From an optimization exercise on the open Yosys and OpenROAD flow, aimed at small area; shortcuts taken in it are not production practice. In this exercise RTL edits were held to simulation tests only and were not proved equivalent to the original.

==> flow/design.v, too long to show whole: its modules and the start of the top module <==
// module idct_swap: 32 lines
// module idct_mac1: 860 lines
// module idct_mac2: 892 lines
// module idct_mac4: 526 lines
// module IDCT_all: 195 lines
module IDCT_all(seq_in, mode, clk, reset, seq_out_4, seq_out_8);
  // ...
==> flow/flow/run.sh <==
#!/bin/bash
# Layout flow: the standard flow (standard.sh) with two changes.
#
#  1. Synthesis runs with SYNTH_OPERATIONS_ARGS=-noabc: Yosys's generic
#     "abc -fast" pass is skipped before full-adder extraction, so the
#     ripple-carry adders of the RTL map straight onto full-adder cells
#     instead of full adders wrapped in inverters. The registers are checked
#     against the standard synthesis (same names and cell types); if they
#     differ in any way, the standard synthesis is used instead.
#  2. Clock tree synthesis without dummy loads and with larger sink clusters
#     driven by clkbuf_8 leaf buffers (CTS_ARGS).
#
# Everything else (floorplan, power grid, placement, routing, finishing) is
# standard.sh unchanged. Each step's output goes to its own log file here.
set -uo pipefail

RES=orfs/results/${FLOW_PLATFORM}/IDCT_all/base
LOGS=orfs/logs/${FLOW_PLATFORM}/IDCT_all/base

flops() {
    grep -oE 'sky130_fd_sc_hd__[a-z0-9_]+ +[^ (]+ *\(' "$1" \
        | grep -E 'sky130_fd_sc_hd__(s?e?df|dl)' | sed 's/ *($//' | sort
}

# 1. reference: the standard synthesis
bash standard.sh synth > synth_standard.log 2>&1 || exit 1
cp "$RES/1_2_yosys.v" synth_standard.v
cp "$LOGS/1_2_yosys.log" synth_standard_yosys.log 2>/dev/null

# 2. synthesis without the generic abc pass
rm -f "$RES/1_2_yosys.v" "$RES/1_2_yosys.sdc" "$RES/1_synth.odb" "$RES/1_synth.sdc"
if SYNTH_OPERATIONS_ARGS=-noabc bash standard.sh synth > synth_noabc.log 2>&1 \
    && [[ -s "$RES/1_2_yosys.v" ]] \
    && flops synth_standard.v > flops_standard.txt \
    && flops "$RES/1_2_yosys.v" > flops_noabc.txt \
    && [[ -s flops_standard.txt ]] \
    && cmp -s flops_standard.txt flops_noabc.txt; then
    echo "using the -noabc synthesis" > synth_choice.txt
else
    echo "registers differ or synthesis failed: using the standard synthesis" > synth_choice.txt
    rm -f "$RES/1_2_yosys.v" "$RES/1_2_yosys.sdc" "$RES/1_synth.odb" "$RES/1_synth.sdc"
    cp synth_standard.v "$RES/1_2_yosys.v"
    cp "$FLOW_SDC" "$RES/1_2_yosys.sdc"
    bash standard.sh synth > synth_restore.log 2>&1 || exit 1
fi

# 3. the rest of the standard flow, with the clock tree settings
CTS_ARGS="-sink_clustering_enable -repair_clock_nets -dont_use_dummy_load -sink_clustering_size 16 -sink_clustering_max_diameter 60 -buf_list sky130_fd_sc_hd__clkbuf_8" \
    bash standard.sh finish > finish.log 2>&1 || exit 1

[[ -s out/final.def ]]
==> flow/standard.sh <==
#!/bin/bash
# synth_recipe.tcl (not shown) runs the flow's synth.tcl, then flattens the netlist and writes it again
# the make line also repeats each setting of config.mk as NAME=value (left out here)
make -C /OpenROAD-flow-scripts/flow DESIGN_CONFIG=/design/flow/config.mk WORK_HOME=/design/flow/orfs CLKGATE_MAP_FILE= SYNTH_SCRIPT=/design/flow/synth_recipe.tcl "${@:-finish}"
==> flow/config.mk <==
export PLATFORM = sky130hd
export DESIGN_NAME = IDCT_all
export DESIGN_NICKNAME = IDCT_all
export VERILOG_FILES = /design/flow/design.v
export SDC_FILE = /design/flow/constraint.sdc
export NUM_CORES = 8
export LEC_CHECK = 0
export CAP_MARGIN = 20
export CORE_MARGIN = 2
export CORE_UTILIZATION = 45
export SLEW_MARGIN = 20
==> flow/constraint.sdc <==
create_clock -name core_clock -period 10.0 [get_ports {clk}]
set_input_delay 2.0000 -clock core_clock [delete_from_list [all_inputs] [get_ports {clk}]]
set_output_delay 2.0000 -clock core_clock [all_outputs]
set_load 0.01 [all_outputs]
==> impl_metrics.ini, run 1 <==
[run_status]
status = finished clean

[finish]
clk_share = 0.0283
fin_nets = 6852
inverters = 50
buffers = 139
area_dominant_class = sequential cells
fillerInstances = 15600
multi_input_gates = 3556

[synth]
synth_xor_area_frac = 0.0374
syn_area_per_cell_um2 = 13.1
synthAdderAreaFrac = 0.175
ys_types = 87
synth_cells = 6129

[clock_tree]
cts_setup_buffers = 0
clkTransAtPathRegs_ns = 0.09

[routing]
wirelength_mm = 136
ant_nets = 0
route.met3.wl_mm = 5.61

[global_route]
gr-max-usage-layer = met2
gr-usage-met3 = 0.0295
track_usage = 0.154

[sta]
worst_slack_ns = 0.936
slew_headroom = 0.306
setup_viol = 0
grt_setup_unrepaired = no

[critical_path]
crit_required_ns = 10.74
cpMaxStageDelayCell = fa_1
timing.critical_path.to = pass1.a3[12]$_DFF_P_
critPathKind = reg -> reg

[min_path]
hp-class = reg -> reg

[placement]
place_inst = 8277

[floorplan]
taps = 2355
dieArea_mm2 = 0.182
==> module IDCT_all, before the edit <==
module IDCT_all(seq_in, mode, clk, reset, seq_out_4, seq_out_8);
input  signed [24:0] seq_in;
input                mode;
input                clk;
input                reset;
output signed [24:0] seq_out_4;
output signed [24:0] seq_out_8;
reg       act;         
reg       m8;          
reg [5:0] cnt;         
always @(posedge clk) begin
    if (reset)
        act <= 1'b0;
    else if (!act)
        act <= 1'b1;
    else if (cnt == (m8 ? 6'd63 : 6'd15))
        act <= 1'b0;
    if (!act) begin
        m8  <= mode;
        cnt <= 6'd0;
    end else
        cnt <= cnt + 6'd1;
end
reg [15:0] xr;
reg        xv;
reg        xm;
reg [5:0]  xi;
always @(posedge clk) begin
    xr <= seq_in[15:0];
    xi <= cnt;
    xm <= m8;
    xv <= act & ~reset;
end
wire [2:0]  c1     = xm ? xi[2:0] : {xi[1:0], 1'b0};
wire        first1 = xm ? (xi[2:0] == 3'd0) : (xi[1:0] == 2'd0);
localparam S1 = 13;              
localparam YA = S1 - 7;          
localparam YB = 23 - S1;         
wire [8*S1-1:0] a1;              
wire [8*YB-1:0] b1;              
idct_mac1 pass1 (.clk(clk), .x(xr), .c(c1), .first(first1), .acca(a1), .accb(b1));
reg rd, rdm;         
reg rd2, rdm2;       
always @(posedge clk) begin
    rd   <= xv & (xm ? (xi[2:0] == 3'd7) : (xi[1:0] == 2'd3));
    rdm  <= xm;
    rd2  <= rd;
    rdm2 <= rdm;
end
wire [YA-1:0] ya0 = a1[0*S1+7 +: YA];
wire [YA-1:0] ya1 = a1[1*S1+7 +: YA];
wire [YA-1:0] ya2 = a1[2*S1+7 +: YA];
wire [YA-1:0] ya3 = a1[3*S1+7 +: YA];
wire [YA-1:0] ya4 = a1[4*S1+7 +: YA];
wire [YA-1:0] ya5 = a1[5*S1+7 +: YA];
wire [YA-1:0] ya6 = a1[6*S1+7 +: YA];
wire [YA-1:0] ya7 = a1[7*S1+7 +: YA];
wire [YB-1:0] yb0 = b1[0*YB +: YB];
wire [YB-1:0] yb1 = b1[1*YB +: YB];
wire [YB-1:0] yb2 = b1[2*YB +: YB];
wire [YB-1:0] yb3 = b1[3*YB +: YB];
wire [YB-1:0] yb4 = b1[4*YB +: YB];
wire [YB-1:0] yb5 = b1[5*YB +: YB];
wire [YB-1:0] yb6 = b1[6*YB +: YB];
wire [YB-1:0] yb7 = b1[7*YB +: YB];
reg [YA-1:0] sa1, sa2, sa3, sa4, sa5, sa6, sa7, sa8;
reg [YB-1:0] sb1, sb2, sb3, sb4, sb5, sb6, sb7;
wire ld8a = rd  &  rdm;
wire ld4a = rd  & ~rdm;
wire ld8b = rd2 &  rdm2;
wire ld4b = rd2 & ~rdm2;
always @(posedge clk) begin
    sa1 <= ld8a ? ya0 : sa2;
    sa2 <= ld8a ? ya1 : sa3;
    sa3 <= ld8a ? ya2 : sa4;
    sa4 <= ld8a ? ya3 : ld4a ? ya0 : sa5;
    sa5 <= ld8a ? ya4 : ld4a ? ya1 : sa6;
    sa6 <= ld8a ? ya5 : ld4a ? ya2 : sa7;
    sa7 <= ld8a ? ya6 : ld4a ? ya3 : sa8;
    sa8 <= ya7;
    sb1 <= ld8b ? yb1 : sb2;
    sb2 <= ld8b ? yb2 : sb3;
    sb3 <= ld8b ? yb3 : ld4b ? yb0 : sb4;
    sb4 <= ld8b ? yb4 : ld4b ? yb1 : sb5;
    sb5 <= ld8b ? yb5 : ld4b ? yb2 : sb6;
    sb6 <= ld8b ? yb6 : ld4b ? yb3 : sb7;
    sb7 <= yb7;
end
wire [15:0] ystr = {ld8b ? yb0 : sb1, sa1};    
wire [15:0] ys1  = {sb1, sa1};                 
reg       s8v;
reg [5:0] s8p;
reg       s4v;
reg [3:0] s4p;
always @(posedge clk) begin
    if (reset)
        s8v <= 1'b0;
    else if (xv & xm & (xi == 6'd8))
        s8v <= 1'b1;
    else if (s8p == 6'd63)
        s8v <= 1'b0;
    if (xv & xm & (xi == 6'd8))
        s8p <= 6'd0;
    else
        s8p <= s8p + 6'd1;
    if (reset)
        s4v <= 1'b0;
    else if (xv & ~xm & (xi == 6'd7))
        s4v <= 1'b1;
    else if (s4p == 4'd15)
        s4v <= 1'b0;
    if (xv & ~xm & (xi == 6'd7))
        s4p <= 4'd0;
    else
        s4p <= s4p + 4'd1;
end
wire [15:0] ta, tb, tc;
wire        pav, pbv, pcv;
wire [5:0]  pa, pb, pc;
idct_swap #(.W(16), .PW(6), .D(7),  .I(0), .J(3)) sw8a (
    .clk(clk), .reset(reset), .din(ystr), .piv(s8v), .pin(s8p), .dout(ta), .pov(pav), .pout(pa));
idct_swap #(.W(16), .PW(6), .D(14), .I(1), .J(4)) sw8b (
    .clk(clk), .reset(reset), .din(ta), .piv(pav), .pin(pa), .dout(tb), .pov(pbv), .pout(pb));
idct_swap #(.W(16), .PW(6), .D(28), .I(2), .J(5)) sw8c (
    .clk(clk), .reset(reset), .din(tb), .piv(pbv), .pin(pb), .dout(tc), .pov(pcv), .pout(pc));
localparam S2 = 14;              
localparam ZA = S2 - 12;         
localparam ZB = 25 - S2;         
wire [8*S2-1:0] a2;
wire [8*ZB-1:0] b2;
reg [15:0] tr;
reg [2:0]  pr;
reg        prv;
always @(posedge clk) begin
    tr  <= tc;
    pr  <= pc[2:0];
    prv <= pcv;
end
idct_mac2 pass2 (.clk(clk), .x(tr), .c(pr), .first(pr == 3'd0), .acca(a2), .accb(b2));
reg cd8a, cd8;       
always @(posedge clk) begin
    cd8a <= prv & (pr == 3'd7);
    cd8  <= cd8a;
end
reg [ZB-1:0] z8b [0:26];
reg [ZA-1:0] z8a [0:27];
integer n8;
always @(posedge clk) begin
    for (n8 = 0; n8 < 19; n8 = n8 + 1)
        z8b[n8] <= z8b[n8+1];
    for (n8 = 19; n8 < 26; n8 = n8 + 1)
        z8b[n8] <= cd8 ? b2[(n8-19)*ZB +: ZB] : z8b[n8+1];
    z8b[26] <= b2[7*ZB +: ZB];
    for (n8 = 0; n8 < 20; n8 = n8 + 1)
        z8a[n8] <= z8a[n8+1];
    for (n8 = 20; n8 < 27; n8 = n8 + 1)
        z8a[n8] <= cd8a ? a2[(n8-20)*S2+12 +: ZA] : z8a[n8+1];
    z8a[27] <= a2[7*S2+12 +: ZA];
end
wire [12:0] z8o = {z8b[0], z8a[0]};
assign seq_out_8 = {{12{z8o[12]}}, z8o};
wire [15:0] ua, ub;
wire        qav, qbv;
wire [3:0]  qa, qb;
idct_swap #(.W(16), .PW(4), .D(3), .I(0), .J(2)) sw4a (
    .clk(clk), .reset(reset), .din(ys1), .piv(s4v), .pin(s4p), .dout(ua), .pov(qav), .pout(qa));
idct_swap #(.W(16), .PW(4), .D(6), .I(1), .J(3)) sw4b (
    .clk(clk), .reset(reset), .din(ua), .piv(qav), .pin(qa), .dout(ub), .pov(qbv), .pout(qb));
reg [15:0] ur;
reg [1:0]  qr;
reg        qrv;
always @(posedge clk) begin
    ur  <= ub;
    qr  <= qb[1:0];
    qrv <= qbv;
end
wire [47:0] a4;      
wire [47:0] b4;      
idct_mac4 pass4 (.clk(clk), .x(ur), .c(qr), .first(qr == 2'd0), .acca(a4), .accb(b4));
reg cd4a, cd4;
always @(posedge clk) begin
    cd4a <= qrv & (qr == 2'd3);
    cd4  <= cd4a;
end
reg [11:0] z4 [0:7];
integer n4;
always @(posedge clk) begin
    for (n4 = 0; n4 < 4; n4 = n4 + 1)
        z4[n4] <= z4[n4+1];
    for (n4 = 4; n4 < 7; n4 = n4 + 1)
        z4[n4] <= cd4 ? b4[(n4-4)*12 +: 12] : z4[n4+1];
    z4[7] <= b4[3*12 +: 12];
end
assign seq_out_4 = {{13{z4[0][11]}}, z4[0]};
endmodule
==> inputs of run 2 (changes only) <==
--- a/flow/design.v
+++ b/flow/design.v
@@ -896,16 +896,16 @@
     input       [2:0] c,
     input              first,
-    output      [111:0] acca,
-    output      [87:0] accb);
-reg [15:8] xd;
+    output      [103:0] acca,
+    output      [95:0] accb);
+reg [15:7] xd;
 reg [2:0] cd;
 reg firstd;
 always @(posedge clk) begin
-    xd <= x[15:8];
+    xd <= x[15:7];
     cd <= c;
     firstd <= first;
 end
-wire [13:0] m9_1;
-wire [14:0] m9_c1;
+wire [12:0] m9_1;
+wire [13:0] m9_c1;
 assign m9_c1[0] = 1'b0;
 assign m9_1[0] = 1'b0 ^ x[0] ^ m9_c1[0];
@@ -935,13 +935,13 @@
 assign m9_1[12] = x[9] ^ x[12] ^ m9_c1[12];
 assign m9_c1[13] = (x[9] & x[12]) | (m9_c1[12] & (x[9] ^ x[12]));
-assign m9_1[13] = x[10] ^ x[13] ^ m9_c1[13];
-assign m9_c1[14] = (x[10] & x[13]) | (m9_c1[13] & (x[10] ^ x[13]));
-reg [13:12] m9_r;
-always @(posedge clk) m9_r <= m9_1[13:12];
-wire [19:14] m9_2;
-wire [20:14] m9_c2;
+reg [12:11] m9_r;
+always @(posedge clk) m9_r <= m9_1[12:11];
+wire [19:13] m9_2;
+wire [20:13] m9_c2;
 reg m9_cr;
-always @(posedge clk) m9_cr <= m9_c1[14];
-assign m9_c2[14] = m9_cr;
+always @(posedge clk) m9_cr <= m9_c1[13];
+assign m9_c2[13] = m9_cr;
+assign m9_2[13] = xd[10] ^ xd[13] ^ m9_c2[13];
+assign m9_c2[14] = (xd[10] & xd[13]) | (m9_c2[13] & (xd[10] ^ xd[13]));
 assign m9_2[14] = xd[11] ^ xd[14] ^ m9_c2[14];
 assign m9_c2[15] = (xd[11] & xd[14]) | (m9_c2[14] & (xd[11] ^ xd[14]));
@@ -956,6 +956,6 @@
 assign m9_2[19] = xd[15] ^ xd[15] ^ m9_c2[19];
 assign m9_c2[20] = (xd[15] & xd[15]) | (m9_c2[19] & (xd[15] ^ xd[15]));
-wire [13:0] m25_1;
-wire [14:0] m25_c1;
+wire [12:0] m25_1;
+wire [13:0] m25_c1;
 assign m25_c1[0] = 1'b0;
 assign m25_1[0] = 1'b0 ^ m9_1[0] ^ m25_c1[0];
@@ -985,13 +985,13 @@
 assign m25_1[12] = x[8] ^ m9_1[12] ^ m25_c1[12];
 assign m25_c1[13] = (x[8] & m9_1[12]) | (m25_c1[12] & (x[8] ^ m9_1[12]));
-assign m25_1[13] = x[9] ^ m9_1[13] ^ m25_c1[13];
-assign m25_c1[14] = (x[9] & m9_1[13]) | (m25_c1[13] & (x[9] ^ m9_1[13]));
-reg [13:13] m25_r;
-always @(posedge clk) m25_r <= m25_1[13:13];
-wire [20:14] m25_2;
-wire [21:14] m25_c2;
+reg [12:12] m25_r;
+always @(posedge clk) m25_r <= m25_1[12:12];
+wire [20:13] m25_2;
+wire [21:13] m25_c2;
 reg m25_cr;
-always @(posedge clk) m25_cr <= m25_c1[14];
-assign m25_c2[14] = m25_cr;
+always @(posedge clk) m25_cr <= m25_c1[13];
+assign m25_c2[13] = m25_cr;
+assign m25_2[13] = xd[9] ^ m9_2[13] ^ m25_c2[13];
+assign m25_c2[14] = (xd[9] & m9_2[13]) | (m25_c2[13] & (xd[9] ^ m9_2[13]));
 assign m25_2[14] = xd[10] ^ m9_2[14] ^ m25_c2[14];
 assign m25_c2[15] = (xd[10] & m9_2[14]) | (m25_c2[14] & (xd[10] ^ m9_2[14]));
@@ -1008,6 +1008,6 @@
 assign m25_2[20] = xd[15] ^ m9_2[19] ^ m25_c2[20];
 assign m25_c2[21] = (xd[15] & m9_2[19]) | (m25_c2[20] & (xd[15] ^ m9_2[19]));
-wire [13:0] m89_1;
-wire [14:0] m89_c1;
+wire [12:0] m89_1;
+wire [13:0] m89_c1;
 assign m89_c1[0] = 1'b0;
 assign m89_1[0] = 1'b0 ^ m25_1[0] ^ m89_c1[0];
@@ -1037,11 +1037,11 @@
 assign m89_1[12] = x[6] ^ m25_1[12] ^ m89_c1[12];
 assign m89_c1[13] = (x[6] & m25_1[12]) | (m89_c1[12] & (x[6] ^ m25_1[12]));
-assign m89_1[13] = x[7] ^ m25_1[13] ^ m89_c1[13];
-assign m89_c1[14] = (x[7] & m25_1[13]) | (m89_c1[13] & (x[7] ^ m25_1[13]));
-wire [22:14] m89_2;
-wire [23:14] m89_c2;
+wire [22:13] m89_2;
+wire [23:13] m89_c2;
 reg m89_cr;
-always @(posedge clk) m89_cr <= m89_c1[14];
-assign m89_c2[14] = m89_cr;
+always @(posedge clk) m89_cr <= m89_c1[13];
+assign m89_c2[13] = m89_cr;
+assign m89_2[13] = xd[7] ^ m25_2[13] ^ m89_c2[13];
+assign m89_c2[14] = (xd[7] & m25_2[13]) | (m89_c2[13] & (xd[7] ^ m25_2[13]));
 assign m89_2[14] = xd[8] ^ m25_2[14] ^ m89_c2[14];
 assign m89_c2[15] = (xd[8] & m25_2[14]) | (m89_c2[14] & (xd[8] ^ m25_2[14]));
@@ -1062,6 +1062,6 @@
 assign m89_2[22] = xd[15] ^ m25_2[20] ^ m89_c2[22];
 assign m89_c2[23] = (xd[15] & m25_2[20]) | (m89_c2[22] & (xd[15] ^ m25_2[20]));
-wire [13:0] m75_1;
-wire [14:0] m75_c1;
+wire [12:0] m75_1;
+wire [13:0] m75_c1;
 assign m75_c1[0] = 1'b0;
 assign m75_1[0] = 1'b0 ^ m25_1[0] ^ m75_c1[0];
@@ -1091,13 +1091,13 @@
 assign m75_1[12] = m25_1[11] ^ m25_1[12] ^ m75_c1[12];
 assign m75_c1[13] = (m25_1[11] & m25_1[12]) | (m75_c1[12] & (m25_1[11] ^ m25_1[12]));
-assign m75_1[13] = m25_1[12] ^ m25_1[13] ^ m75_c1[13];
-assign m75_c1[14] = (m25_1[12] & m25_1[13]) | (m75_c1[13] & (m25_1[12] ^ m25_1[13]));
-wire [22:14] m75_2;
-wire [23:14] m75_c2;
+wire [22:13] m75_2;
+wire [23:13] m75_c2;
 reg m75_cr;
-always @(posedge clk) m75_cr <= m75_c1[14];
-assign m75_c2[14] = m75_cr;
-assign m75_2[14] = m25_r[13] ^ m25_2[14] ^ m75_c2[14];
-assign m75_c2[15] = (m25_r[13] & m25_2[14]) | (m75_c2[14] & (m25_r[13] ^ m25_2[14]));
+always @(posedge clk) m75_cr <= m75_c1[13];
+assign m75_c2[13] = m75_cr;
+assign m75_2[13] = m25_r[12] ^ m25_2[13] ^ m75_c2[13];
+assign m75_c2[14] = (m25_r[12] & m25_2[13]) | (m75_c2[13] & (m25_r[12] ^ m25_2[13]));
+assign m75_2[14] = m25_2[13] ^ m25_2[14] ^ m75_c2[14];
+assign m75_c2[15] = (m25_2[13] & m25_2[14]) | (m75_c2[14] & (m25_2[13] ^ m25_2[14]));
 assign m75_2[15] = m25_2[14] ^ m25_2[15] ^ m75_c2[15];
 assign m75_c2[16] = (m25_2[14] & m25_2[15]) | (m75_c2[15] & (m25_2[14] ^ m25_2[15]));
@@ -1116,6 +1116,6 @@
 assign m75_2[22] = m25_2[20] ^ m25_2[20] ^ m75_c2[22];
 assign m75_c2[23] = (m25_2[20] & m25_2[20]) | (m75_c2[22] & (m25_2[20] ^ m25_2[20]));
-wire [13:0] m83_1;
-wire [14:0] m83_c1;
+wire [12:0] m83_1;
+wire [13:0] m83_c1;
 assign m83_c1[0] = 1'b0;
 assign m83_1[0] = m75_1[0] ^ 1'b0 ^ m83_c1[0];
@@ -1145,11 +1145,11 @@
 assign m83_1[12] = m75_1[12] ^ x[9] ^ m83_c1[12];
 assign m83_c1[13] = (m75_1[12] & x[9]) | (m83_c1[12] & (m75_1[12] ^ x[9]));
-assign m83_1[13] = m75_1[13] ^ x[10] ^ m83_c1[13];
-assign m83_c1[14] = (m75_1[13] & x[10]) | (m83_c1[13] & (m75_1[13] ^ x[10]));
-wire [22:14] m83_2;
-wire [23:14] m83_c2;
+wire [22:13] m83_2;
+wire [23:13] m83_c2;
 reg m83_cr;
-always @(posedge clk) m83_cr <= m83_c1[14];
-assign m83_c2[14] = m83_cr;
+always @(posedge clk) m83_cr <= m83_c1[13];
+assign m83_c2[13] = m83_cr;
+assign m83_2[13] = m75_2[13] ^ xd[10] ^ m83_c2[13];
+assign m83_c2[14] = (m75_2[13] & xd[10]) | (m83_c2[13] & (m75_2[13] ^ xd[10]));
 assign m83_2[14] = m75_2[14] ^ xd[11] ^ m83_c2[14];
 assign m83_c2[15] = (m75_2[14] & xd[11]) | (m83_c2[14] & (m75_2[14] ^ xd[11]));
@@ -1170,48 +1170,48 @@
 assign m83_2[22] = m75_2[22] ^ xd[15] ^ m83_c2[22];
 assign m83_c2[23] = (m75_2[22] & xd[15]) | (m83_c2[22] & (m75_2[22] ^ xd[15]));
-wire [13:0] w1_0 = {m89_1[13], m89_1[12], m89_1[11], m89_1[10], m89_1[9], m89_1[8], m89_1[7], m89_1[6], m89_1[5], m89_1[4], m89_1[3], m89_1[2], m89_1[1], m89_1[0]};
-wire [13:0] w1_1 = {m75_1[13], m75_1[12], m75_1[11], m75_1[10], m75_1[9], m75_1[8], m75_1[7], m75_1[6], m75_1[5], m75_1[4], m75_1[3], m75_1[2], m75_1[1], m75_1[0]};
-wire [13:0] w1_2 = {m9_1[12], m9_1[11], m9_1[10], m9_1[9], m9_1[8], m9_1[7], m9_1[6], m9_1[5], m9_1[4], m9_1[3], m9_1[2], m9_1[1], m9_1[0], 1'b0};
-wire [13:0] w1_3 = {m25_1[12], m25_1[11], m25_1[10], m25_1[9], m25_1[8], m25_1[7], m25_1[6], m25_1[5], m25_1[4], m25_1[3], m25_1[2], m25_1[1], m25_1[0], 1'b0};
-wire [13:0] t1_0 = c[2] ? w1_2 : w1_0;
-wire [13:0] t1_1 = c[2] ? w1_3 : w1_1;
-wire [13:0] t1_2 = c[2] ? w1_0 : w1_2;
-wire [13:0] t1_3 = c[2] ? w1_1 : w1_3;
-wire [13:0] r1_0 = (c[2] ^ c[1]) ? t1_1 : t1_0;
-wire [13:0] r1_1 = (c[2] ^ c[1]) ? t1_2 : t1_1;
-wire [13:0] r1_2 = (c[2] ^ c[1]) ? t1_3 : t1_2;
-wire [13:0] r1_3 = (c[2] ^ c[1]) ? t1_0 : t1_3;
-wire [13:0] ea1 = c[1] ? (c[2] ? {m9_1[11], m9_1[10], m9_1[9], m9_1[8], m9_1[7], m9_1[6], m9_1[5], m9_1[4], m9_1[3], m9_1[2], m9_1[1], m9_1[0], 1'b0, 1'b0} : {m83_1[13], m83_1[12], m83_1[11], m83_1[10], m83_1[9], m83_1[8], m83_1[7], m83_1[6], m83_1[5], m83_1[4], m83_1[3], m83_1[2], m83_1[1], m83_1[0]}) : {x[7], x[6], x[5], x[4], x[3], x[2], x[1], x[0], 1'b0, 1'b0, 1'b0, 1'b0, 1'b0, 1'b0};
-wire [13:0] eb1 = c[1] ? (c[2] ? {m83_1[13], m83_1[12], m83_1[11], m83_1[10], m83_1[9], m83_1[8], m83_1[7], m83_1[6], m83_1[5], m83_1[4], m83_1[3], m83_1[2], m83_1[1], m83_1[0]} : {m9_1[11], m9_1[10], m9_1[9], m9_1[8], m9_1[7], m9_1[6], m9_1[5], m9_1[4], m9_1[3], m9_1[2], m9_1[1], m9_1[0], 1'b0, 1'b0}) : {x[7], x[6], x[5], x[4], x[3], x[2], x[1], x[0], 1'b0, 1'b0, 1'b0, 1'b0, 1'b0, 1'b0};
-wire [13:0] p1_0 = c[0] ? r1_0 : ea1;
-wire [13:0] p1_1 = c[0] ? r1_1 : eb1;
-wire [13:0] p1_2 = c[0] ? r1_3 : eb1;
-wire [13:0] p1_3 = c[0] ? r1_2 : ea1;
-wire [24:14] w2_0 = {m89_2[22], m89_2[22], m89_2[22], m89_2[21], m89_2[20], m89_2[19], m89_2[18], m89_2[17], m89_2[16], m89_2[15], m89_2[14]};
-wire [24:14] w2_1 = {m75_2[22], m75_2[22], m75_2[22], m75_2[21], m75_2[20], m75_2[19], m75_2[18], m75_2[17], m75_2[16], m75_2[15], m75_2[14]};
-wire [24:14] w2_2 = {m9_2[19], m9_2[19], m9_2[19], m9_2[19], m9_2[19], m9_2[18], m9_2[17], m9_2[16], m9_2[15], m9_2[14], m9_r[13]};
-wire [24:14] w2_3 = {m25_2[20], m25_2[20], m25_2[20], m25_2[20], m25_2[19], m25_2[18], m25_2[17], m25_2[16], m25_2[15], m25_2[14], m25_r[13]};
-wire [24:14] t2_0 = cd[2] ? w2_2 : w2_0;
-wire [24:14] t2_1 = cd[2] ? w2_3 : w2_1;
-wire [24:14] t2_2 = cd[2] ? w2_0 : w2_2;
-wire [24:14] t2_3 = cd[2] ? w2_1 : w2_3;
-wire [24:14] r2_0 = (cd[2] ^ cd[1]) ? t2_1 : t2_0;
-wire [24:14] r2_1 = (cd[2] ^ cd[1]) ? t2_2 : t2_1;
-wire [24:14] r2_2 = (cd[2] ^ cd[1]) ? t2_3 : t2_2;
-wire [24:14] r2_3 = (cd[2] ^ cd[1]) ? t2_0 : t2_3;
-wire [24:14] ea2 = cd[1] ? (cd[2] ? {m9_2[19], m9_2[19], m9_2[19], m9_2[19], m9_2[18], m9_2[17], m9_2[16], m9_2[15], m9_2[14], m9_r[13], m9_r[12]} : {m83_2[22], m83_2[22], m83_2[22], m83_2[21], m83_2[20], m83_2[19], m83_2[18], m83_2[17], m83_2[16], m83_2[15], m83_2[14]}) : {xd[15], xd[15], xd[15], xd[15], xd[14], xd[13], xd[12], xd[11], xd[10], xd[9], xd[8]};
-wire [24:14] eb2 = cd[1] ? (cd[2] ? {m83_2[22], m83_2[22], m83_2[22], m83_2[21], m83_2[20], m83_2[19], m83_2[18], m83_2[17], m83_2[16], m83_2[15], m83_2[14]} : {m9_2[19], m9_2[19], m9_2[19], m9_2[19], m9_2[18], m9_2[17], m9_2[16], m9_2[15], m9_2[14], m9_r[13], m9_r[12]}) : {xd[15], xd[15], xd[15], xd[15], xd[14], xd[13], xd[12], xd[11], xd[10], xd[9], xd[8]};
-wire [24:14] p2_0 = cd[0] ? r2_0 : ea2;
-wire [24:14] p2_1 = cd[0] ? r2_1 : eb2;
-wire [24:14] p2_2 = cd[0] ? r2_3 : eb2;
-wire [24:14] p2_3 = cd[0] ? r2_2 : ea2;
+wire [12:0] w1_0 = {m89_1[12], m89_1[11], m89_1[10], m89_1[9], m89_1[8], m89_1[7], m89_1[6], m89_1[5], m89_1[4], m89_1[3], m89_1[2], m89_1[1], m89_1[0]};
+wire [12:0] w1_1 = {m75_1[12], m75_1[11], m75_1[10], m75_1[9], m75_1[8], m75_1[7], m75_1[6], m75_1[5], m75_1[4], m75_1[3], m75_1[2], m75_1[1], m75_1[0]};
+wire [12:0] w1_2 = {m9_1[11], m9_1[10], m9_1[9], m9_1[8], m9_1[7], m9_1[6], m9_1[5], m9_1[4], m9_1[3], m9_1[2], m9_1[1], m9_1[0], 1'b0};
+wire [12:0] w1_3 = {m25_1[11], m25_1[10], m25_1[9], m25_1[8], m25_1[7], m25_1[6], m25_1[5], m25_1[4], m25_1[3], m25_1[2], m25_1[1], m25_1[0], 1'b0};
+wire [12:0] t1_0 = c[2] ? w1_2 : w1_0;
+wire [12:0] t1_1 = c[2] ? w1_3 : w1_1;
+wire [12:0] t1_2 = c[2] ? w1_0 : w1_2;
+wire [12:0] t1_3 = c[2] ? w1_1 : w1_3;
+wire [12:0] r1_0 = (c[2] ^ c[1]) ? t1_1 : t1_0;
+wire [12:0] r1_1 = (c[2] ^ c[1]) ? t1_2 : t1_1;
+wire [12:0] r1_2 = (c[2] ^ c[1]) ? t1_3 : t1_2;
+wire [12:0] r1_3 = (c[2] ^ c[1]) ? t1_0 : t1_3;
+wire [12:0] ea1 = c[1] ? (c[2] ? {m9_1[10], m9_1[9], m9_1[8], m9_1[7], m9_1[6], m9_1[5], m9_1[4], m9_1[3], m9_1[2], m9_1[1], m9_1[0], 1'b0, 1'b0} : {m83_1[12], m83_1[11], m83_1[10], m83_1[9], m83_1[8], m83_1[7], m83_1[6], m83_1[5], m83_1[4], m83_1[3], m83_1[2], m83_1[1], m83_1[0]}) : {x[6], x[5], x[4], x[3], x[2], x[1], x[0], 1'b0, 1'b0, 1'b0, 1'b0, 1'b0, 1'b0};
+wire [12:0] eb1 = c[1] ? (c[2] ? {m83_1[12], m83_1[11], m83_1[10], m83_1[9], m83_1[8], m83_1[7], m83_1[6], m83_1[5], m83_1[4], m83_1[3], m83_1[2], m83_1[1], m83_1[0]} : {m9_1[10], m9_1[9], m9_1[8], m9_1[7], m9_1[6], m9_1[5], m9_1[4], m9_1[3], m9_1[2], m9_1[1], m9_1[0], 1'b0, 1'b0}) : {x[6], x[5], x[4], x[3], x[2], x[1], x[0], 1'b0, 1'b0, 1'b0, 1'b0, 1'b0, 1'b0};
+wire [12:0] p1_0 = c[0] ? r1_0 : ea1;
+wire [12:0] p1_1 = c[0] ? r1_1 : eb1;
+wire [12:0] p1_2 = c[0] ? r1_3 : eb1;
+wire [12:0] p1_3 = c[0] ? r1_2 : ea1;
+wire [24:13] w2_0 = {m89_2[22], m89_2[22], m89_2[22], m89_2[21], m89_2[20], m89_2[19], m89_2[18], m89_2[17], m89_2[16], m89_2[15], m89_2[14], m89_2[13]};
+wire [24:13] w2_1 = {m75_2[22], m75_2[22], m75_2[22], m75_2[21], m75_2[20], m75_2[19], m75_2[18], m75_2[17], m75_2[16], m75_2[15], m75_2[14], m75_2[13]};
+wire [24:13] w2_2 = {m9_2[19], m9_2[19], m9_2[19], m9_2[19], m9_2[19], m9_2[18], m9_2[17], m9_2[16], m9_2[15], m9_2[14], m9_2[13], m9_r[12]};
+wire [24:13] w2_3 = {m25_2[20], m25_2[20], m25_2[20], m25_2[20], m25_2[19], m25_2[18], m25_2[17], m25_2[16], m25_2[15], m25_2[14], m25_2[13], m25_r[12]};
+wire [24:13] t2_0 = cd[2] ? w2_2 : w2_0;
+wire [24:13] t2_1 = cd[2] ? w2_3 : w2_1;
+wire [24:13] t2_2 = cd[2] ? w2_0 : w2_2;
+wire [24:13] t2_3 = cd[2] ? w2_1 : w2_3;
+wire [24:13] r2_0 = (cd[2] ^ cd[1]) ? t2_1 : t2_0;
+wire [24:13] r2_1 = (cd[2] ^ cd[1]) ? t2_2 : t2_1;
+wire [24:13] r2_2 = (cd[2] ^ cd[1]) ? t2_3 : t2_2;
+wire [24:13] r2_3 = (cd[2] ^ cd[1]) ? t2_0 : t2_3;
+wire [24:13] ea2 = cd[1] ? (cd[2] ? {m9_2[19], m9_2[19], m9_2[19], m9_2[19], m9_2[18], m9_2[17], m9_2[16], m9_2[15], m9_2[14], m9_2[13], m9_r[12], m9_r[11]} : {m83_2[22], m83_2[22], m83_2[22], m83_2[21], m83_2[20], m83_2[19], m83_2[18], m83_2[17], m83_2[16], m83_2[15], m83_2[14], m83_2[13]}) : {xd[15], xd[15], xd[15], xd[15], xd[14], xd[13], xd[12], xd[11], xd[10], xd[9], xd[8], xd[7]};
+wire [24:13] eb2 = cd[1] ? (cd[2] ? {m83_2[22], m83_2[22], m83_2[22], m83_2[21], m83_2[20], m83_2[19], m83_2[18], m83_2[17], m83_2[16], m83_2[15], m83_2[14], m83_2[13]} : {m9_2[19], m9_2[19], m9_2[19], m9_2[19], m9_2[18], m9_2[17], m9_2[16], m9_2[15], m9_2[14], m9_2[13], m9_r[12], m9_r[11]}) : {xd[15], xd[15], xd[15], xd[15], xd[14], xd[13], xd[12], xd[11], xd[10], xd[9], xd[8], xd[7]};
+wire [24:13] p2_0 = cd[0] ? r2_0 : ea2;
+wire [24:13] p2_1 = cd[0] ? r2_1 : eb2;
+wire [24:13] p2_2 = cd[0] ? r2_3 : eb2;
+wire [24:13] p2_3 = cd[0] ? r2_2 : ea2;
 wire n1_0 = 1'b0;
 wire n2_0 = 1'b0;
-reg [13:0] a0;
+reg [12:0] a0;
 reg ca0;
-wire [13:0] a0_b = first ? 14'd2048 : a0;
-wire [13:0] a0_p = p1_0 ^ {14{n1_0}};
-wire [13:0] a0_s;
-wire [14:0] a0_c;
+wire [12:0] a0_b = first ? 13'd2048 : a0;
+wire [12:0] a0_p = p1_0 ^ {13{n1_0}};
+wire [12:0] a0_s;
+wire [13:0] a0_c;
 assign a0_c[0] = n1_0;
 assign a0_s[0] = a0_b[0] ^ a0_p[0] ^ a0_c[0];
@@ -1241,15 +1241,13 @@
 assign a0_s[12] = a0_b[12] ^ a0_p[12] ^ a0_c[12];
 assign a0_c[13] = (a0_b[12] & a0_p[12]) | (a0_c[12] & (a0_b[12] ^ a0_p[12]));
-assign a0_s[13] = a0_b[13] ^ a0_p[13] ^ a0_c[13];
-assign a0_c[14] = (a0_b[13] & a0_p[13]) | (a0_c[13] & (a0_b[13] ^ a0_p[13]));
 always @(posedge clk) begin
     a0 <= a0_s;
-    ca0 <= a0_c[14];
+    ca0 <= a0_c[13];
 end
-reg [10:0] b0;
-wire [10:0] b0_b = firstd ? 11'd0 : b0;
-wire [10:0] b0_p = p2_0 ^ {11{n2_0}};
-wire [10:0] b0_s;
-wire [11:0] b0_c;
+reg [11:0] b0;
+wire [11:0] b0_b = firstd ? 12'd0 : b0;
+wire [11:0] b0_p = p2_0 ^ {12{n2_0}};
+wire [11:0] b0_s;
+wire [12:0] b0_c;
 assign b0_c[0] = ca0;
 assign b0_s[0] = b0_b[0] ^ b0_p[0] ^ b0_c[0];
@@ -1275,15 +1273,17 @@
 assign b0_s[10] = b0_b[10] ^ b0_p[10] ^ b0_c[10];
 assign b0_c[11] = (b0_b[10] & b0_p[10]) | (b0_c[10] & (b0_b[10] ^ b0_p[10]));
+assign b0_s[11] = b0_b[11] ^ b0_p[11] ^ b0_c[11];
+assign b0_c[12] = (b0_b[11] & b0_p[11]) | (b0_c[11] & (b0_b[11] ^ b0_p[11]));
 always @(posedge clk) b0 <= b0_s;
-assign acca[0 +: 14] = a0;
-assign accb[0 +: 11] = b0;
+assign acca[0 +: 13] = a0;
+assign accb[0 +: 12] = b0;
 wire n1_1 = (c == 3'd3) | (c == 3'd4) | (c == 3'd5) | (c == 3'd6) | (c == 3'd7);
 wire n2_1 = (cd == 3'd3) | (cd == 3'd4) | (cd == 3'd5) | (cd == 3'd6) | (cd == 3'd7);
-reg [13:0] a1;
+reg [12:0] a1;
 reg ca1;
-wire [13:0] a1_b = first ? 14'd2048 : a1;
-wire [13:0] a1_p = p1_1 ^ {14{n1_1}};
-wire [13:0] a1_s;
-wire [14:0] a1_c;
+wire [12:0] a1_b = first ? 13'd2048 : a1;
+wire [12:0] a1_p = p1_1 ^ {13{n1_1}};
+wire [12:0] a1_s;
+wire [13:0] a1_c;
 assign a1_c[0] = n1_1;
 assign a1_s[0] = a1_b[0] ^ a1_p[0] ^ a1_c[0];
@@ -1313,15 +1313,13 @@
 assign a1_s[12] = a1_b[12] ^ a1_p[12] ^ a1_c[12];
 assign a1_c[13] = (a1_b[12] & a1_p[12]) | (a1_c[12] & (a1_b[12] ^ a1_p[12]));
-assign a1_s[13] = a1_b[13] ^ a1_p[13] ^ a1_c[13];
-assign a1_c[14] = (a1_b[13] & a1_p[13]) | (a1_c[13] & (a1_b[13] ^ a1_p[13]));
 always @(posedge clk) begin
     a1 <= a1_s;
-    ca1 <= a1_c[14];
+    ca1 <= a1_c[13];
 end
-reg [10:0] b1;
-wire [10:0] b1_b = firstd ? 11'd0 : b1;
-wire [10:0] b1_p = p2_1 ^ {11{n2_1}};
-wire [10:0] b1_s;
-wire [11:0] b1_c;
+reg [11:0] b1;
+wire [11:0] b1_b = firstd ? 12'd0 : b1;
+wire [11:0] b1_p = p2_1 ^ {12{n2_1}};
+wire [11:0] b1_s;
+wire [12:0] b1_c;
 assign b1_c[0] = ca1;
 assign b1_s[0] = b1_b[0] ^ b1_p[0] ^ b1_c[0];
@@ -1347,15 +1345,17 @@
 assign b1_s[10] = b1_b[10] ^ b1_p[10] ^ b1_c[10];
 assign b1_c[11] = (b1_b[10] & b1_p[10]) | (b1_c[10] & (b1_b[10] ^ b1_p[10]));
+assign b1_s[11] = b1_b[11] ^ b1_p[11] ^ b1_c[11];
+assign b1_c[12] = (b1_b[11] & b1_p[11]) | (b1_c[11] & (b1_b[11] ^ b1_p[11]));
 always @(posedge clk) b1 <= b1_s;
-assign acca[14 +: 14] = a1;
-assign accb[11 +: 11] = b1;
+assign acca[13 +: 13] = a1;
+assign accb[12 +: 12] = b1;
 wire n1_2 = (c == 3'd2) | (c == 3'd3) | (c == 3'd4);
 wire n2_2 = (cd == 3'd2) | (cd == 3'd3) | (cd == 3'd4);
-reg [13:0] a2;
+reg [12:0] a2;
 reg ca2;
-wire [13:0] a2_b = first ? 14'd2048 : a2;
-wire [13:0] a2_p = p1_2 ^ {14{n1_2}};
-wire [13:0] a2_s;
-wire [14:0] a2_c;
+wire [12:0] a2_b = first ? 13'd2048 : a2;
+wire [12:0] a2_p = p1_2 ^ {13{n1_2}};
+wire [12:0] a2_s;
+wire [13:0] a2_c;
 assign a2_c[0] = n1_2;
 assign a2_s[0] = a2_b[0] ^ a2_p[0] ^ a2_c[0];
@@ -1385,15 +1385,13 @@
 assign a2_s[12] = a2_b[12] ^ a2_p[12] ^ a2_c[12];
 assign a2_c[13] = (a2_b[12] & a2_p[12]) | (a2_c[12] & (a2_b[12] ^ a2_p[12]));
-assign a2_s[13] = a2_b[13] ^ a2_p[13] ^ a2_c[13];
-assign a2_c[14] = (a2_b[13] & a2_p[13]) | (a2_c[13] & (a2_b[13] ^ a2_p[13]));
 always @(posedge clk) begin
     a2 <= a2_s;
-    ca2 <= a2_c[14];
+    ca2 <= a2_c[13];
 end
-reg [10:0] b2;
-wire [10:0] b2_b = firstd ? 11'd0 : b2;
-wire [10:0] b2_p = p2_2 ^ {11{n2_2}};
-wire [10:0] b2_s;
-wire [11:0] b2_c;
+reg [11:0] b2;
+wire [11:0] b2_b = firstd ? 12'd0 : b2;
+wire [11:0] b2_p = p2_2 ^ {12{n2_2}};
+wire [11:0] b2_s;
+wire [12:0] b2_c;
 assign b2_c[0] = ca2;
 assign b2_s[0] = b2_b[0] ^ b2_p[0] ^ b2_c[0];
@@ -1419,15 +1417,17 @@
 assign b2_s[10] = b2_b[10] ^ b2_p[10] ^ b2_c[10];
 assign b2_c[11] = (b2_b[10] & b2_p[10]) | (b2_c[10] & (b2_b[10] ^ b2_p[10]));
+assign b2_s[11] = b2_b[11] ^ b2_p[11] ^ b2_c[11];
+assign b2_c[12] = (b2_b[11] & b2_p[11]) | (b2_c[11] & (b2_b[11] ^ b2_p[11]));
 always @(posedge clk) b2 <= b2_s;
-assign acca[28 +: 14] = a2;
-assign accb[22 +: 11] = b2;
+assign acca[26 +: 13] = a2;
+assign accb[24 +: 12] = b2;
 wire n1_3 = (c == 3'd2) | (c == 3'd3) | (c == 3'd6) | (c == 3'd7);
 wire n2_3 = (cd == 3'd2) | (cd == 3'd3) | (cd == 3'd6) | (cd == 3'd7);
-reg [13:0] a3;
+reg [12:0] a3;
 reg ca3;
-wire [13:0] a3_b = first ? 14'd2048 : a3;
-wire [13:0] a3_p = p1_3 ^ {14{n1_3}};
-wire [13:0] a3_s;
-wire [14:0] a3_c;
+wire [12:0] a3_b = first ? 13'd2048 : a3;
+wire [12:0] a3_p = p1_3 ^ {13{n1_3}};
+wire [12:0] a3_s;
+wire [13:0] a3_c;
 assign a3_c[0] = n1_3;
 assign a3_s[0] = a3_b[0] ^ a3_p[0] ^ a3_c[0];
@@ -1457,15 +1457,13 @@
 assign a3_s[12] = a3_b[12] ^ a3_p[12] ^ a3_c[12];
 assign a3_c[13] = (a3_b[12] & a3_p[12]) | (a3_c[12] & (a3_b[12] ^ a3_p[12]));
-assign a3_s[13] = a3_b[13] ^ a3_p[13] ^ a3_c[13];
-assign a3_c[14] = (a3_b[13] & a3_p[13]) | (a3_c[13] & (a3_b[13] ^ a3_p[13]));
 always @(posedge clk) begin
     a3 <= a3_s;
-    ca3 <= a3_c[14];
+    ca3 <= a3_c[13];
 end
-reg [10:0] b3;
-wire [10:0] b3_b = firstd ? 11'd0 : b3;
-wire [10:0] b3_p = p2_3 ^ {11{n2_3}};
-wire [10:0] b3_s;
-wire [11:0] b3_c;
+reg [11:0] b3;
+wire [11:0] b3_b = firstd ? 12'd0 : b3;
+wire [11:0] b3_p = p2_3 ^ {12{n2_3}};
+wire [11:0] b3_s;
+wire [12:0] b3_c;
 assign b3_c[0] = ca3;
 assign b3_s[0] = b3_b[0] ^ b3_p[0] ^ b3_c[0];
@@ -1491,15 +1489,17 @@
 assign b3_s[10] = b3_b[10] ^ b3_p[10] ^ b3_c[10];
 assign b3_c[11] = (b3_b[10] & b3_p[10]) | (b3_c[10] & (b3_b[10] ^ b3_p[10]));
+assign b3_s[11] = b3_b[11] ^ b3_p[11] ^ b3_c[11];
+assign b3_c[12] = (b3_b[11] & b3_p[11]) | (b3_c[11] & (b3_b[11] ^ b3_p[11]));
 always @(posedge clk) b3 <= b3_s;
-assign acca[42 +: 14] = a3;
-assign accb[33 +: 11] = b3;
+assign acca[39 +: 13] = a3;
+assign accb[36 +: 12] = b3;
 wire n1_4 = (c == 3'd1) | (c == 3'd2) | (c == 3'd5) | (c == 3'd6);
 wire n2_4 = (cd == 3'd1) | (cd == 3'd2) | (cd == 3'd5) | (cd == 3'd6);
-reg [13:0] a4;
+reg [12:0] a4;
 reg ca4;
-wire [13:0] a4_b = first ? 14'd2048 : a4;
-wire [13:0] a4_p = p1_3 ^ {14{n1_4}};
-wire [13:0] a4_s;
-wire [14:0] a4_c;
+wire [12:0] a4_b = first ? 13'd2048 : a4;
+wire [12:0] a4_p = p1_3 ^ {13{n1_4}};
+wire [12:0] a4_s;
+wire [13:0] a4_c;
 assign a4_c[0] = n1_4;
 assign a4_s[0] = a4_b[0] ^ a4_p[0] ^ a4_c[0];
@@ -1529,15 +1529,13 @@
 assign a4_s[12] = a4_b[12] ^ a4_p[12] ^ a4_c[12];
 assign a4_c[13] = (a4_b[12] & a4_p[12]) | (a4_c[12] & (a4_b[12] ^ a4_p[12]));
-assign a4_s[13] = a4_b[13] ^ a4_p[13] ^ a4_c[13];
-assign a4_c[14] = (a4_b[13] & a4_p[13]) | (a4_c[13] & (a4_b[13] ^ a4_p[13]));
 always @(posedge clk) begin
     a4 <= a4_s;
-    ca4 <= a4_c[14];
+    ca4 <= a4_c[13];
 end
-reg [10:0] b4;
-wire [10:0] b4_b = firstd ? 11'd0 : b4;
-wire [10:0] b4_p = p2_3 ^ {11{n2_4}};
-wire [10:0] b4_s;
-wire [11:0] b4_c;
+reg [11:0] b4;
+wire [11:0] b4_b = firstd ? 12'd0 : b4;
+wire [11:0] b4_p = p2_3 ^ {12{n2_4}};
+wire [11:0] b4_s;
+wire [12:0] b4_c;
 assign b4_c[0] = ca4;
 assign b4_s[0] = b4_b[0] ^ b4_p[0] ^ b4_c[0];
@@ -1563,15 +1561,17 @@
 assign b4_s[10] = b4_b[10] ^ b4_p[10] ^ b4_c[10];
 assign b4_c[11] = (b4_b[10] & b4_p[10]) | (b4_c[10] & (b4_b[10] ^ b4_p[10]));
+assign b4_s[11] = b4_b[11] ^ b4_p[11] ^ b4_c[11];
+assign b4_c[12] = (b4_b[11] & b4_p[11]) | (b4_c[11] & (b4_b[11] ^ b4_p[11]));
 always @(posedge clk) b4 <= b4_s;
-assign acca[56 +: 14] = a4;
-assign accb[44 +: 11] = b4;
+assign acca[52 +: 13] = a4;
+assign accb[48 +: 12] = b4;
 wire n1_5 = (c == 3'd1) | (c == 3'd2) | (c == 3'd4) | (c == 3'd5) | (c == 3'd7);
 wire n2_5 = (cd == 3'd1) | (cd == 3'd2) | (cd == 3'd4) | (cd == 3'd5) | (cd == 3'd7);
-reg [13:0] a5;
+reg [12:0] a5;
 reg ca5;
-wire [13:0] a5_b = first ? 14'd2048 : a5;
-wire [13:0] a5_p = p1_2 ^ {14{n1_5}};
-wire [13:0] a5_s;
-wire [14:0] a5_c;
+wire [12:0] a5_b = first ? 13'd2048 : a5;
+wire [12:0] a5_p = p1_2 ^ {13{n1_5}};
+wire [12:0] a5_s;
+wire [13:0] a5_c;
 assign a5_c[0] = n1_5;
 assign a5_s[0] = a5_b[0] ^ a5_p[0] ^ a5_c[0];
@@ -1601,15 +1601,13 @@
 assign a5_s[12] = a5_b[12] ^ a5_p[12] ^ a5_c[12];
 assign a5_c[13] = (a5_b[12] & a5_p[12]) | (a5_c[12] & (a5_b[12] ^ a5_p[12]));
-assign a5_s[13] = a5_b[13] ^ a5_p[13] ^ a5_c[13];
-assign a5_c[14] = (a5_b[13] & a5_p[13]) | (a5_c[13] & (a5_b[13] ^ a5_p[13]));
 always @(posedge clk) begin
     a5 <= a5_s;
-    ca5 <= a5_c[14];
+    ca5 <= a5_c[13];
 end
-reg [10:0] b5;
-wire [10:0] b5_b = firstd ? 11'd0 : b5;
-wire [10:0] b5_p = p2_2 ^ {11{n2_5}};
-wire [10:0] b5_s;
-wire [11:0] b5_c;
+reg [11:0] b5;
+wire [11:0] b5_b = firstd ? 12'd0 : b5;
+wire [11:0] b5_p = p2_2 ^ {12{n2_5}};
+wire [11:0] b5_s;
+wire [12:0] b5_c;
 assign b5_c[0] = ca5;
 assign b5_s[0] = b5_b[0] ^ b5_p[0] ^ b5_c[0];
@@ -1635,15 +1633,17 @@
 assign b5_s[10] = b5_b[10] ^ b5_p[10] ^ b5_c[10];
 assign b5_c[11] = (b5_b[10] & b5_p[10]) | (b5_c[10] & (b5_b[10] ^ b5_p[10]));
+assign b5_s[11] = b5_b[11] ^ b5_p[11] ^ b5_c[11];
+assign b5_c[12] = (b5_b[11] & b5_p[11]) | (b5_c[11] & (b5_b[11] ^ b5_p[11]));
 always @(posedge clk) b5 <= b5_s;
-assign acca[70 +: 14] = a5;
-assign accb[55 +: 11] = b5;
+assign acca[65 +: 13] = a5;
+assign accb[60 +: 12] = b5;
 wire n1_6 = (c == 3'd1) | (c == 3'd4) | (c == 3'd6);
 wire n2_6 = (cd == 3'd1) | (cd == 3'd4) | (cd == 3'd6);
-reg [13:0] a6;
+reg [12:0] a6;
 reg ca6;
-wire [13:0] a6_b = first ? 14'd2048 : a6;
-wire [13:0] a6_p = p1_1 ^ {14{n1_6}};
-wire [13:0] a6_s;
-wire [14:0] a6_c;
+wire [12:0] a6_b = first ? 13'd2048 : a6;
+wire [12:0] a6_p = p1_1 ^ {13{n1_6}};
+wire [12:0] a6_s;
+wire [13:0] a6_c;
 assign a6_c[0] = n1_6;
 assign a6_s[0] = a6_b[0] ^ a6_p[0] ^ a6_c[0];
@@ -1673,15 +1673,13 @@
 assign a6_s[12] = a6_b[12] ^ a6_p[12] ^ a6_c[12];
 assign a6_c[13] = (a6_b[12] & a6_p[12]) | (a6_c[12] & (a6_b[12] ^ a6_p[12]));
-assign a6_s[13] = a6_b[13] ^ a6_p[13] ^ a6_c[13];
-assign a6_c[14] = (a6_b[13] & a6_p[13]) | (a6_c[13] & (a6_b[13] ^ a6_p[13]));
 always @(posedge clk) begin
     a6 <= a6_s;
-    ca6 <= a6_c[14];
+    ca6 <= a6_c[13];
 end
-reg [10:0] b6;
-wire [10:0] b6_b = firstd ? 11'd0 : b6;
-wire [10:0] b6_p = p2_1 ^ {11{n2_6}};
-wire [10:0] b6_s;
-wire [11:0] b6_c;
+reg [11:0] b6;
+wire [11:0] b6_b = firstd ? 12'd0 : b6;
+wire [11:0] b6_p = p2_1 ^ {12{n2_6}};
+wire [11:0] b6_s;
+wire [12:0] b6_c;
 assign b6_c[0] = ca6;
 assign b6_s[0] = b6_b[0] ^ b6_p[0] ^ b6_c[0];
@@ -1707,15 +1705,17 @@
 assign b6_s[10] = b6_b[10] ^ b6_p[10] ^ b6_c[10];
 assign b6_c[11] = (b6_b[10] & b6_p[10]) | (b6_c[10] & (b6_b[10] ^ b6_p[10]));
+assign b6_s[11] = b6_b[11] ^ b6_p[11] ^ b6_c[11];
+assign b6_c[12] = (b6_b[11] & b6_p[11]) | (b6_c[11] & (b6_b[11] ^ b6_p[11]));
 always @(posedge clk) b6 <= b6_s;
-assign acca[84 +: 14] = a6;
-assign accb[66 +: 11] = b6;
+assign acca[78 +: 13] = a6;
+assign accb[72 +: 12] = b6;
 wire n1_7 = (c == 3'd1) | (c == 3'd3) | (c == 3'd5) | (c == 3'd7);
 wire n2_7 = (cd == 3'd1) | (cd == 3'd3) | (cd == 3'd5) | (cd == 3'd7);
-reg [13:0] a7;
+reg [12:0] a7;
 reg ca7;
-wire [13:0] a7_b = first ? 14'd2048 : a7;
-wire [13:0] a7_p = p1_0 ^ {14{n1_7}};
-wire [13:0] a7_s;
-wire [14:0] a7_c;
+wire [12:0] a7_b = first ? 13'd2048 : a7;
+wire [12:0] a7_p = p1_0 ^ {13{n1_7}};
+wire [12:0] a7_s;
+wire [13:0] a7_c;
 assign a7_c[0] = n1_7;
 assign a7_s[0] = a7_b[0] ^ a7_p[0] ^ a7_c[0];
@@ -1745,15 +1745,13 @@
 assign a7_s[12] = a7_b[12] ^ a7_p[12] ^ a7_c[12];
 assign a7_c[13] = (a7_b[12] & a7_p[12]) | (a7_c[12] & (a7_b[12] ^ a7_p[12]));
-assign a7_s[13] = a7_b[13] ^ a7_p[13] ^ a7_c[13];
-assign a7_c[14] = (a7_b[13] & a7_p[13]) | (a7_c[13] & (a7_b[13] ^ a7_p[13]));
 always @(posedge clk) begin
     a7 <= a7_s;
-    ca7 <= a7_c[14];
+    ca7 <= a7_c[13];
 end
-reg [10:0] b7;
-wire [10:0] b7_b = firstd ? 11'd0 : b7;
-wire [10:0] b7_p = p2_0 ^ {11{n2_7}};
-wire [10:0] b7_s;
-wire [11:0] b7_c;
+reg [11:0] b7;
+wire [11:0] b7_b = firstd ? 12'd0 : b7;
+wire [11:0] b7_p = p2_0 ^ {12{n2_7}};
+wire [11:0] b7_s;
+wire [12:0] b7_c;
 assign b7_c[0] = ca7;
 assign b7_s[0] = b7_b[0] ^ b7_p[0] ^ b7_c[0];
@@ -1779,7 +1777,9 @@
 assign b7_s[10] = b7_b[10] ^ b7_p[10] ^ b7_c[10];
 assign b7_c[11] = (b7_b[10] & b7_p[10]) | (b7_c[10] & (b7_b[10] ^ b7_p[10]));
+assign b7_s[11] = b7_b[11] ^ b7_p[11] ^ b7_c[11];
+assign b7_c[12] = (b7_b[11] & b7_p[11]) | (b7_c[11] & (b7_b[11] ^ b7_p[11]));
 always @(posedge clk) b7 <= b7_s;
-assign acca[98 +: 14] = a7;
-assign accb[77 +: 11] = b7;
+assign acca[91 +: 13] = a7;
+assign accb[84 +: 12] = b7;
 endmodule
 module idct_mac4 (
@@ -2434,37 +2434,29 @@
 idct_swap #(.W(16), .PW(6), .D(28), .I(2), .J(5)) sw8c (
     .clk(clk), .reset(reset), .din(tb), .piv(pbv), .pin(pb), .dout(tc), .pov(pcv), .pout(pc));
-localparam S2 = 14;              
+localparam S2 = 13;              
 localparam ZA = S2 - 12;         
 localparam ZB = 25 - S2;         
 wire [8*S2-1:0] a2;
 wire [8*ZB-1:0] b2;
-reg [15:0] tr;
-reg [2:0]  pr;
-reg        prv;
-always @(posedge clk) begin
-    tr  <= tc;
-    pr  <= pc[2:0];
-    prv <= pcv;
-end
-idct_mac2 pass2 (.clk(clk), .x(tr), .c(pr), .first(pr == 3'd0), .acca(a2), .accb(b2));
+idct_mac2 pass2 (.clk(clk), .x(tc), .c(pc[2:0]), .first(pc[2:0] == 3'd0), .acca(a2), .accb(b2));
 reg cd8a, cd8;       
 always @(posedge clk) begin
-    cd8a <= prv & (pr == 3'd7);
+    cd8a <= pcv & (pc[2:0] == 3'd7);
     cd8  <= cd8a;
 end
-reg [ZB-1:0] z8b [0:26];
-reg [ZA-1:0] z8a [0:27];
+reg [ZB-1:0] z8b [0:27];
+reg [ZA-1:0] z8a [0:28];
 integer n8;
 always @(posedge clk) begin
-    for (n8 = 0; n8 < 19; n8 = n8 + 1)
-        z8b[n8] <= z8b[n8+1];
-    for (n8 = 19; n8 < 26; n8 = n8 + 1)
-        z8b[n8] <= cd8 ? b2[(n8-19)*ZB +: ZB] : z8b[n8+1];
-    z8b[26] <= b2[7*ZB +: ZB];
     for (n8 = 0; n8 < 20; n8 = n8 + 1)
-        z8a[n8] <= z8a[n8+1];
+        z8b[n8] <= z8b[n8+1];
     for (n8 = 20; n8 < 27; n8 = n8 + 1)
-        z8a[n8] <= cd8a ? a2[(n8-20)*S2+12 +: ZA] : z8a[n8+1];
-    z8a[27] <= a2[7*S2+12 +: ZA];
+        z8b[n8] <= cd8 ? b2[(n8-20)*ZB +: ZB] : z8b[n8+1];
+    z8b[27] <= b2[7*ZB +: ZB];
+    for (n8 = 0; n8 < 21; n8 = n8 + 1)
+        z8a[n8] <= z8a[n8+1];
+    for (n8 = 21; n8 < 28; n8 = n8 + 1)
+        z8a[n8] <= cd8a ? a2[(n8-21)*S2+12 +: ZA] : z8a[n8+1];
+    z8a[28] <= a2[7*S2+12 +: ZA];
 end
 wire [12:0] z8o = {z8b[0], z8a[0]};
@@ -2477,28 +2469,20 @@
 idct_swap #(.W(16), .PW(4), .D(6), .I(1), .J(3)) sw4b (
     .clk(clk), .reset(reset), .din(ua), .piv(qav), .pin(qa), .dout(ub), .pov(qbv), .pout(qb));
-reg [15:0] ur;
-reg [1:0]  qr;
-reg        qrv;
-always @(posedge clk) begin
-    ur  <= ub;
-    qr  <= qb[1:0];
-    qrv <= qbv;
-end
 wire [47:0] a4;      
 wire [47:0] b4;      
-idct_mac4 pass4 (.clk(clk), .x(ur), .c(qr), .first(qr == 2'd0), .acca(a4), .accb(b4));
+idct_mac4 pass4 (.clk(clk), .x(ub), .c(qb[1:0]), .first(qb[1:0] == 2'd0), .acca(a4), .accb(b4));
 reg cd4a, cd4;
 always @(posedge clk) begin
-    cd4a <= qrv & (qr == 2'd3);
+    cd4a <= qbv & (qb[1:0] == 2'd3);
     cd4  <= cd4a;
 end
-reg [11:0] z4 [0:7];
+reg [11:0] z4 [0:8];
 integer n4;
 always @(posedge clk) begin
-    for (n4 = 0; n4 < 4; n4 = n4 + 1)
+    for (n4 = 0; n4 < 5; n4 = n4 + 1)
         z4[n4] <= z4[n4+1];
-    for (n4 = 4; n4 < 7; n4 = n4 + 1)
-        z4[n4] <= cd4 ? b4[(n4-4)*12 +: 12] : z4[n4+1];
-    z4[7] <= b4[3*12 +: 12];
+    for (n4 = 5; n4 < 8; n4 = n4 + 1)
+        z4[n4] <= cd4 ? b4[(n4-5)*12 +: 12] : z4[n4+1];
+    z4[8] <= b4[3*12 +: 12];
 end
 assign seq_out_4 = {{13{z4[0][11]}}, z4[0]};
--- a/flow/config.mk
+++ b/flow/config.mk
@@ -9,3 +9,4 @@
 export CORE_MARGIN = 2
 export CORE_UTILIZATION = 45
+export GPL_TIMING_DRIVEN = 0
 export SLEW_MARGIN = 20
==> run 2 against run 1 <==
Cell count grew 0.65%; first-iteration DRC count increased by 2.8%; cell area barely moved; highest routed layer unchanged; die area fell by 1.2%; via count up 1.1%; still clean on timing, DRC and antenna; sequential share of layout area decreased by 0.40 points; global-route usage up 1.9 points; non-clock buffer count up 246; critical endpoint is now pass2.a6[12]$_DFF_P_.
==> impl_metrics.ini, run 2 <==
[routing]
drc = 0
wire_per_inst_um = 17.8
ant_nets = 0
wl_met2_mm = 67.5
vias_per_cell = 4.85
route.met3.wl_mm = 6.11
vias = 41300
met1Wirelength_mm = 74.4
drt-initial-drc-count = 2381
top_layer = met4
wirelength_mm = 151
dr.pass1.iters = 5

[synth]
ys_types = 92
synth_edf_count = 1
synth_area_leaders = dfxtp_1, fa_1, nor2b_1, mux4_2, xnor2_1
yosys-top-cells-count = dfxtp_1, fa_1, nor2b_1
synth_cells = 5925
syn_nets = 6680
yosysWarnings = 17
synth_top_area_frac = 0.546
synth-main-ff-cell = dfxtp_1
seq_area_frac_synth = 0.546
ys_seq_elements = 2163
yosys.area.top_type = dfxtp_1
syn_area_per_cell_um2 = 13.4
yosysMostFrequentCell = dfxtp_1
syn_area_mm2 = 0.0793
async_reset_ff_frac = 0

[sta]
worst_slack_ns = 0.255
clock.fmax_ghz = 0.103
drv_slew = 0
grt_setup_unrepaired = no
fin_skew_ns = 0.109
worstMarginPinSlew_ns = 1.05
setup_viol = 0
min_period_over_period = 0.975
fin_crit_ns = 9.75
slew_headroom = 0.298
finalSetupTns_ns = 0
finalHoldViolCount = 0

[floorplan]
die_h_um = 424
start_util = 0.451
ios = 78
fp.dieW_um = 424
dieArea_mm2 = 0.179
core_mm2 = 0.176
rows = 154

[critical_path]
cpMaxStageDelayCell = fa_1
crit_required_ns = 10.75
crit_path_start_kind = flop
cp_max_fo = 10
ff2ff_path_depth = 23
r2r_start = s8p[3]$_SDFF_PP0_
path_delay_family = adder cells
slowest_delay_ns = 0.75
crit_buf_inv = 2
worst_path_most_repeated_cell = fa_1
cp-end-kind = flop
r2r-end = pass2.a6[12]$_DFF_P_
r2r_slack_ns = 0.25
critPathKind = reg -> reg
cp.arrival_ns = 10.49
path_cells = buf_4, nand3b_1, buf_4, a211oi_2, o31ai_4, ha_1, fa_1, fa_1, fa_1, fa_1, fa_1, fa_1, fa_1, fa_1, fa_1, fa_1, fa_1, mux2i_1, a21oi_1, o21ai_0, xnor2_1, fa_1, fa_1

[finish]
multi_input_area_mm2 = 0.0344
final_cell_area_mm2 = 0.0853
regMostFlops = sw8c.line
fillerInstances = 15400
final_cells = 8509
drive_above_1_share = 0.115
area_delta_synth_final_pct = 7.64
final_cell_mix = dfxtp_1, fa_1, nor2b_1, xnor2_1, a21oi_1
final_common_cell = dfxtp_1
reg_top3 = sw8c.line: 448 flops, z8b: 336 flops, sw8b.line: 224 flops
largest_reg_flops = 448
fin_nets = 6924
seqCellArea_mm2 = 0.0433

[placement]
dp_hpwl_mm = 114
portBuffers = 67
place_ws_ns = -0.207
place_congestion = 0.864
place_inst = 8333
placed_cell_area_mm2 = 0.0829

[clock_tree]
clkTransAtPathRegs_ns = 0.10
clockBufferDepth = 3
root_buffer = clkbuf_8
numClockSinks = 2163
cts_inserted_buffers = 172
h-tree-depth = 4
cts_tree = done
clk_latency_ns = 0.92

[min_path]
hold_start = sw8c.line[8][7]$_DFF_P_
hold_end = sw8c.line[9][7]$_DFF_P_
hp-class = reg -> reg
worstHoldPathCells = 0

[global_route]
grt_pass1_wl_mm = 245
grt_pass1_vias = 43300
overflow = 0
track_usage = 0.172
grt_antenna_before_repair = 3
grt_max_degree = 17

[job]
cap_violations = 0

[run_status]
status = finished clean
[run 2: cell types whose count changed in the layout (fill, tap and decap cells not counted), sizes merged, moves of 15 or more]
cell | previous run | this run
mux4 | 96 | 128
buf | 71 | 151
xor2 | 53 | 68
a21oi | 305 | 288
o21ai | 244 | 167
nand2 | 211 | 257
o22ai | 44 | 8
o221ai | 23 | 0
nor3 | 28 | 13
mux2i | 213 | 181
clkbuf | 175 | 339
nor2 | 242 | 219
[run 2: area by class of cell]
type / count / area share
plain buffers: 315 / 0.0174
well taps: 2340 / 0.0343
inverters: 41 / 0.00186
multi-input cells: 3406 / 0.403
flip-flops and latches: 2163 / 0.508
diodes: 2 / 0.0000587
repair buffers: 70 / 0.00810
clock buffers: 172 / 0.0277
[run 2: how the worst max path moves through the flow]
| stage | start | endpoint | cells past startpoint |
|---|---|---|---|
| final | s8p[3]$_SDFF_PP0_ | pass2.a6[12]$_DFF_P_ | 23 |
| after CTS | sw8a.pout[4]$_SDFF_PP0_ | pass2.a6[12]$_DFF_P_ | 22 |
| after floorplan | sw8a.pout[1]$_SDFF_PP0_ | pass2.a7[12]$_DFF_P_ | 23 |
| after global routing | s8p[3]$_SDFF_PP0_ | pass2.a6[12]$_DFF_P_ | 24 |
| after global placement | sw8b.pout[2]$_SDFF_PP0_ | pass2.a6[12]$_DFF_P_ | 21 |
| after detailed placement | sw8a.pout[1]$_SDFF_PP0_ | pass2.a1[12]$_DFF_P_ | 22 |
[run 2: metal layers]
metal  up-vias  track usage
li1      19800            -
met4         0       0.0483
met5         -            0
met3       214       0.0273
met2       792        0.266
met1     20500        0.251
[run 2: repair_timing]
| action | in CTS | in global routing |
|---|---|---|
| gates resized for setup | 2 | 17 |
| setup buffers | 0 | 2 |
| hold buffers | 0 | 0 |
| cloned | 0 | 0 |
| setup endpoints to repair | 7 | 14 |
| pin swaps | 0 | 1 |
[run 2: kinds of logic after synthesis]
family | synth area share
simple gates | 0.0758
buf+inv | 0.0207
mux | 0.0863
xor+xnor | 0.0403
flops | 0.546
fa+ha+maj | 0.178
compound gates | 0.0525
[run 2: worst reg2reg max path, delay by kind of cell (launching register included)]
family,cells,cell delay [ns]
simple gates,1,0.15
mux,1,0.09
buf+inv,2,0.39
flops,1,0.34
fa+ha+maj,14,7.07
xor+xnor,1,0.28
compound gates,4,1.27
[run 2: stage by stage]
stage,util,hold slack (ns)
detailed placement,0.472,0.312
finish,0.486,0.255
CTS,0.486,0.258
global placement,0.472,0.310
global route,0.486,0.269
floorplan,-,0.310

==> what the ideal ports hide <==
The results above use ideal ports. As a check the final layouts listed here were re-extracted and re-timed, cells and wires unchanged.
Step 1: set_driving_cell puts a clkbuf_16 on clk and a buf_2 on each other input, an assumption about the parent block.
Step 2 adds t to the input delays and takes it off the output delays; t is the mean of the earliest and latest rising clock arrival at the registers after step 1. Input paths then give back, and output paths get back, about the clock's delay inside the block.
Three values: ideal, step 1, step 2; two values: the first two.
run	shift t [ns]	setup WS [ns]	clock arrival spread, ns	worst slew at a driven data input, ns	pins driven straight from the clock port
run 1	0.945	0.936 / 0.936 / 0.936	0.115 / 0.115	0.15	1
run 2	0.944	0.255 / 0.255 / 0.255	0.115 / 0.114	0.13	1
After both steps every run listed still meets setup and hold.
